Source: an optimization exercise on an open RTL-to-GDS flow (aim: small area, a short achievable clock period and few clock cycles). Production flows keep margins and buffers that such runs may drop.
Where RTL was checked, it was by simulation tests only, not by an equivalence proof against the original.
Power and IR drop assume default switching activity.

== try-violet ==
## SimpleCPU
module SimpleCPU(clk, rst, data_fromRAM, wrEn, addr_toRAM, data_toRAM);
Size in the first run: about 8200 um^2 of cells after synthesis.
export LEC_CHECK = 0
export CAP_MARGIN = 20
export CORE_MARGIN = 2
export CORE_UTILIZATION = 40
export SLEW_MARGIN = 20
create_clock -name core_clock -period 10.0 [get_ports {clk}]
standard.sh (not shown) runs the stock make flow with config.mk's settings and CLKGATE_MAP_FILE= SYNTH_SCRIPT=/design/flow/synth_recipe.tcl, a recipe that flattens the netlist after the stock synthesis.
==> flow/flow/run.sh <==
#!/bin/bash
# Standard ORFS layout, with repair_timing aiming past the clock period the
# SDC states so that the achieved period gets as short as the design allows,
# and plain buffers on the ports.
set -euo pipefail
export SETUP_SLACK_MARGIN=5.55
export CTS_ARGS="-sink_clustering_enable -repair_clock_nets -dont_use_dummy_load -sink_clustering_size 12 -sink_clustering_max_diameter 40 -buf_list sky130_fd_sc_hd__clkbuf_8"
export BUFFER_PORTS_ARGS="-buffer_cell sky130_fd_sc_hd__buf_2"
bash standard.sh > standard.log 2>&1
try-violet was carried through to the last stage, and its layout satisfied the timing, DRC and antenna checks.
Testbench counts of try-violet, summed over its fixed seeds: cycles 205,053.
#### Input delta (try-cedar over try-violet)
==> flow/flow/run.sh <==
#!/bin/bash
# Standard ORFS layout, with repair_timing aiming past the clock period the
# SDC states so that the achieved period gets as short as the design allows,
# and plain buffers on the ports.
set -euo pipefail
export SETUP_SLACK_MARGIN=5.5
export CTS_ARGS="-sink_clustering_enable -repair_clock_nets -dont_use_dummy_load"
export BUFFER_PORTS_ARGS="-buffer_cell sky130_fd_sc_hd__buf_2"
bash standard.sh > standard.log 2>&1
==> results.txt <==
try-cedar reached the end of the flow, and the finished layout is clean on the timing, DRC and antenna checks.
NOTE: synthesis-to-finish area growth in try-cedar exceeds that of try-violet
On slew of the pin with the lowest slew margin, the lower figure sits with try-cedar, not try-violet.
Of try-cedar and try-violet, the higher final cell count belongs to try-violet.
Cell area of try-violet is on par with try-cedar.
Of try-cedar and try-violet, the run reporting the lower non-clock buffer count was try-cedar.
Relative to try-cedar, the following input files were edited for try-tundra:
--- a/flow/flow/run.sh
+++ b/flow/flow/run.sh
@@ -5,5 +5,5 @@
 set -euo pipefail
 export SETUP_SLACK_MARGIN=5.5
-export CTS_ARGS="-sink_clustering_enable -repair_clock_nets -dont_use_dummy_load"
+export CTS_ARGS="-sink_clustering_enable -repair_clock_nets -dont_use_dummy_load -sink_clustering_size 12 -sink_clustering_max_diameter 40 -buf_list sky130_fd_sc_hd__clkbuf_8"
 export BUFFER_PORTS_ARGS="-buffer_cell sky130_fd_sc_hd__buf_2"
 bash standard.sh > standard.log 2>&1
Notes after the runs:
Cmp try-tundra vs try-cedar: clock-net power lower in try-tundra. try-cedar → try-tundra: first-iteration detailed-routing DRC count now larger, worst hold-check slack comparable, period utilization now larger. Relative to try-cedar, the proportion of power drawn by combinational gates of try-tundra is higher by 1.7 points.
--- input diff try-tundra..try-juniper ---
==> flow/flow/run.sh <==
#!/bin/bash
# Standard ORFS layout, with repair_timing aiming past the clock period the
# SDC states so that the achieved period gets as short as the design allows,
# and plain buffers on the ports.
set -euo pipefail
export SETUP_SLACK_MARGIN=5.5
export CTS_ARGS="-sink_clustering_enable -repair_clock_nets -dont_use_dummy_load -sink_clustering_size 16 -sink_clustering_max_diameter 50 -buf_list {sky130_fd_sc_hd__clkbuf_8 sky130_fd_sc_hd__clkbuf_16}"
export BUFFER_PORTS_ARGS="-buffer_cell sky130_fd_sc_hd__buf_2"
bash standard.sh > standard.log 2>&1
Notes after the runs:
try-juniper finished every stage and its layout cleared the timing, DRC and antenna checks.
As far as via count normalized by instance count is concerned, try-juniper and try-tundra perform about the same.
On try-juniper: clock network fraction of total power is 3.8 points higher than what try-tundra gave.
Re post-synthesis register bit count: no difference whatsoever between try-juniper and try-tundra.

* * *

The RTL this note starts from:
==> flow/design.v <==
`timescale 1ns / 1ps
module SimpleCPU(clk, rst, data_fromRAM, wrEn, addr_toRAM, data_toRAM);
input clk, rst;
input wire [31:0] data_fromRAM;
output wire wrEn;
output wire [9:0] addr_toRAM;
output wire [31:0] data_toRAM;
localparam ADD = 3'd0, NAND = 3'd1, SRL = 3'd2, LT = 3'd3,
           CP  = 3'd4, CPI  = 3'd5, BZJ = 3'd6, MUL = 3'd7;
localparam S_FW  = 3'd0,   
           S_DEC = 3'd1,   
           S_G1  = 3'd2,
           S_G2  = 3'd3,
           S_G3  = 3'd4,
           S_EX  = 3'd5,   
           S_M   = 3'd6,   
           S_BT  = 3'd7;   
reg [2:0]  state;
reg [9:0]  pc;
reg [9:0]  addr;
reg        wr;
reg [2:0]  op;
reg        im;
reg [9:0]  fa;
reg [31:0] r1, r2;
reg [4:0]  cnt;
reg        first, sleft, sodd, sbig, bt2;
wire [31:0] d = data_fromRAM;
assign wrEn       = wr & ~rst;
assign addr_toRAM = addr;
assign data_toRAM = r2;
wire [9:0] pc1 = pc + 10'd1;
reg  [1:0]  xsel;    
reg         xand;    
reg         xneg;
reg  [2:0]  ysel;    
reg         cin;
reg  [31:0] ax, ay;
always @(*) begin
	case (xsel)
	2'd0: ax = 32'd0;
	2'd1: ax = d;
	2'd2: ax = {d[30:0], 1'b0};
	default: ax = {18'd0, d[13:0]};
	endcase
	if (xand) ax = ax & r2;
	if (xneg) ax = ~ax;
	case (ysel)
	3'd1: ay = r2;
	3'd2: ay = {r2[29:0], 2'b00};
	3'd3: ay = {1'b0, r2[31:1]};
	3'd4: ay = {2'b00, r2[31:2]};
	default: ay = 32'd0;
	endcase
end
wire [33:0] asum0 = {1'b0, ax, 1'b1} + {1'b0, ay, cin};
wire [32:0] asum = asum0[33:1];
wire [2:0] bd = r1[31:29];
wire booth_zero = (bd == 3'b000) || (bd == 3'b111);
wire booth_two  = (bd == 3'b011) || (bd == 3'b100);
wire booth_neg  = bd[2] && !booth_zero;
function [4:0] srl_cnt(input [5:0] n);
	srl_cnt = {1'b0, n[4:1]} + {4'd0, n[0] & ~n[5]};
endfunction
localparam R_HOLD = 2'd0, R_SUM = 2'd1, R_LT = 2'd2;
reg [1:0]  r2sel;
reg [2:0]  state_n;
reg [9:0]  pc_n, addr_n;
reg        wr_n;
reg        r1_ld_d, r1_ld_imm, r1_shift;
reg [4:0]  cnt_n;
reg        first_n, sleft_n, sodd_n, sbig_n, bt2_n;
wire dec_big = |d[13:6];
wire dop_is_mul = (d[31:29] == MUL);
wire g2_big  = |d[31:6];
always @(*) begin
	state_n   = state;
	pc_n      = pc;
	addr_n    = addr;
	wr_n      = 1'b0;
	r1_ld_d   = 1'b0;
	r1_ld_imm = 1'b0;
	r1_shift  = 1'b0;
	cnt_n     = cnt;
	first_n   = first;
	sleft_n   = sleft;
	sodd_n    = sodd;
	sbig_n    = sbig;
	bt2_n     = bt2;
	xsel      = 2'd1;
	xneg      = 1'b0;
	xand      = 1'b0;
	ysel      = 3'd0;
	cin       = 1'b0;
	r2sel     = R_HOLD;
	case (state)
	S_FW: begin
		state_n = S_DEC;
	end
	S_DEC: begin
		xsel      = 2'd3;
		r2sel     = R_SUM;
		r1_ld_imm = 1'b1;
		first_n   = 1'b1;
		sleft_n   = d[5];
		sodd_n    = d[0];
		sbig_n    = dec_big;
		cnt_n     = (dop_is_mul) ? 5'd7 : (dec_big ? 5'd0 : srl_cnt(d[5:0]));
		if (wr && addr == pc) begin
			addr_n  = pc;
			state_n = S_FW;
		end else begin
			state_n = S_G1;
			addr_n  = d[9:0];
			if (d[28]) begin
				case (d[31:29])
				ADD, NAND, LT, BZJ, MUL, SRL: addr_n = d[23:14];
				CP: begin
					addr_n  = pc1;
					pc_n    = pc1;
					state_n = S_EX;
				end
				default: ;  
				endcase
			end
		end
	end
	S_G1: begin
		state_n = S_G2;
		addr_n  = fa;
		case (op)
		ADD, NAND, LT: if (im) begin
			addr_n  = pc1;
			pc_n    = pc1;
			state_n = S_EX;
		end
		MUL, SRL: if (im) begin
			if (cnt == 5'd0) begin
				addr_n = pc1;
				pc_n   = pc1;
			end
			state_n = S_M;
		end
		CP: begin
			addr_n  = pc1;
			pc_n    = pc1;
			state_n = S_EX;
		end
		BZJ: if (!im) begin
			addr_n = pc1;
			pc_n   = pc1;
		end
		default: ;
		endcase
	end
	S_G2: begin
		state_n = S_EX;
		addr_n  = pc1;
		pc_n    = pc1;
		case (op)
		ADD, NAND, LT: begin
			r2sel = R_SUM;
		end
		MUL: begin
			r1_ld_d = 1'b1;
			cnt_n   = 5'd15;
			addr_n  = fa;
			pc_n    = pc;
			state_n = S_M;
		end
		SRL: begin
			sleft_n = d[5];
			sodd_n  = d[0];
			cnt_n   = g2_big ? 5'd0 : srl_cnt(d[5:0]);
			if (g2_big || srl_cnt(d[5:0]) == 5'd0) begin
				addr_n = pc1;
				pc_n   = pc1;
			end else begin
				addr_n = fa;
				pc_n   = pc;
			end
			sbig_n  = g2_big;
			state_n = S_M;
		end
		CPI: if (im) begin
			r2sel = R_SUM;
		end else begin
			addr_n  = d[9:0];
			pc_n    = pc;
			state_n = S_G3;
		end
		BZJ: if (im) begin
			ysel    = 3'd1;
			pc_n    = asum[9:0];
			addr_n  = asum[9:0];
			state_n = S_FW;
		end else if (d != 32'd0) begin
			addr_n  = fa;
			pc_n    = pc;
			state_n = S_DEC;
		end else begin
			addr_n  = fa;
			pc_n    = pc;
			bt2_n   = 1'b0;
			state_n = S_BT;
		end
		default: ;
		endcase
	end
	S_G3: begin
		addr_n  = pc1;
		pc_n    = pc1;
		state_n = S_EX;
	end
	S_EX: begin
		wr_n    = 1'b1;
		addr_n  = fa;
		state_n = S_DEC;
		case (op)
		ADD: begin
			ysel  = 3'd1;
			r2sel = R_SUM;
		end
		LT: begin
			xneg  = 1'b1;
			ysel  = 3'd1;
			r2sel = R_LT;
		end
		NAND: begin
			xand  = 1'b1;
			xneg  = 1'b1;
			r2sel = R_SUM;
		end
		CP:   if (!im) r2sel = R_SUM;
		CPI:  if (im) addr_n = d[9:0]; else r2sel = R_SUM;
		default: ;
		endcase
	end
	S_M: begin
		first_n = 1'b0;
		if (op == MUL) begin
			xsel     = booth_zero ? 2'd0 : (booth_two ? 2'd2 : 2'd1);
			xneg     = booth_neg;
			cin      = booth_neg;
			ysel     = first ? 3'd0 : 3'd2;
			r1_shift = 1'b1;
			r2sel    = R_SUM;
		end else if (sbig) begin
			xsel  = 2'd0;
			r2sel = R_SUM;
		end else if (first) begin
			xsel  = (sleft && sodd) ? 2'd2 : 2'd1;
			r2sel = R_SUM;
		end else begin
			xsel   = 2'd0;
			ysel   = sleft ? 3'd2 : (sodd ? 3'd3 : 3'd4);
			r2sel  = R_SUM;
			sodd_n = 1'b0;
		end
		cnt_n = cnt - 5'd1;
		if (cnt == 5'd1) begin
			addr_n = pc1;
			pc_n   = pc1;
		end
		if (cnt == 5'd0) begin
			wr_n    = 1'b1;
			addr_n  = fa;
			state_n = S_DEC;
		end
	end
	S_BT: begin
		bt2_n = 1'b1;
		if (bt2) begin
			pc_n    = d[9:0];
			addr_n  = d[9:0];
			state_n = S_FW;
		end
	end
	endcase
	if (rst) begin
		state_n = S_FW;
		pc_n    = 10'd0;
		addr_n  = 10'd0;
		wr_n    = 1'b0;
	end
end
always @(posedge clk) begin
	state <= state_n;
	pc    <= pc_n;
	addr  <= addr_n;
	wr    <= wr_n;
	cnt   <= cnt_n;
	first <= first_n;
	sleft <= sleft_n;
	sodd  <= sodd_n;
	sbig  <= sbig_n;
	bt2   <= bt2_n;
	if (state == S_DEC) begin
		op <= d[31:29];
		im <= d[28];
		fa <= d[23:14];
	end
	if (r1_ld_imm)     r1 <= {2'b00, d[13:0], 16'd0};
	else if (r1_ld_d)  r1 <= d;
	else if (r1_shift) r1 <= {r1[29:0], 2'b00};
	case (r2sel)
	R_SUM:  r2 <= asum[31:0];
	R_LT:   r2 <= {31'd0, asum[32]};
	default: ;
	endcase
end
endmodule
clock: 10.0 ns
lec_check: 0
cap_margin: 20
core_margin: 2
core_utilization: 40
slew_margin: 20
==> flow/flow/run.sh <==
#!/bin/bash
# Standard ORFS layout, with repair_timing aiming past the clock period the
# SDC states so that the achieved period gets as short as the design allows.
set -euo pipefail
export SETUP_SLACK_MARGIN=5.6
bash standard.sh > standard.log 2>&1
Then changed:
--- a/flow/flow/run.sh
+++ b/flow/flow/run.sh
@@ -5 +5 @@
-export SETUP_SLACK_MARGIN=5.6
+export SETUP_SLACK_MARGIN=5.0
Effect: Fmax drops by 7.1%; worst setup slack degrades by 0.35 ns; power drops by 4.4%; synthesized cell count is unchanged; core utilization drops by 2.5 points; flip-flop and latch count stays the same; sequential power is about the same; die area stays the same; non-clock buffer count drops by 40; first-iteration DRC count drops by 10%.
Then changed:
--- a/flow/flow/run.sh
+++ b/flow/flow/run.sh
@@ -5 +5 @@
-export SETUP_SLACK_MARGIN=5.0
+export SETUP_SLACK_MARGIN=5.3
Effect:
- The new run completed without violations
- total power is higher by 1.8%
- global-route usage stays flat
- critical path depth grows by 6
- routed wire length grows by 0.98%
- worst hold slack is better by 0.0070 ns
- via count increases by 1.1%
- final area went up by 2.9%
- combinational power climbs by about 3%
- non-clock buffer count increases by 30
Function was not checked in any run of this note: the RTL went through the layout flow alone.

==> port drivers added, routing unchanged <==
How much do the figures lean on ideal ports? The routed layouts below were timed once more, with nothing changed but the port constraints. Step 1 assumes that a clkbuf_16 drives the clock port and a buf_2 every other input. Step 2 adds t to the input delays and takes it off the output delays; t is the mean of the earliest and latest rising clock arrival at the registers after step 1. Input paths then give back, and output paths get back, about the clock's delay inside the block. Three values: ideal, step 1, step 2; two values: the first two.
| run | t, ns | setup slack, ns | slew at the worst register clock pin (ns) |
|---|---|---|---|
| try-violet | 0.420 | 5.568 / 5.558 / 5.138 | 0.12 / 0.12 |
| try-cedar | 0.397 | 5.565 / 5.586 / 5.189 | 0.08 / 0.08 |
| try-tundra | 0.418 | 5.535 / 5.546 / 5.128 | 0.12 / 0.12 |
| try-juniper | 0.397 | 5.565 / 5.586 / 5.189 | 0.08 / 0.08 |
| the first run of note 2 | 0.428 | 5.433 / 5.441 / 5.013 | 0.11 / 0.11 |
| the second run of note 2 | 0.421 | 5.084 / 5.065 / 4.685 | 0.10 / 0.10 |
| the third run of note 2 | 0.429 | 5.314 / 5.343 / 4.914 | 0.10 / 0.10 |
After both steps setup and hold are still met in every run listed. For try-violet, which loses most, drivers alone change the setup slack by -0.010 ns; drivers and shift together by -0.430 ns.
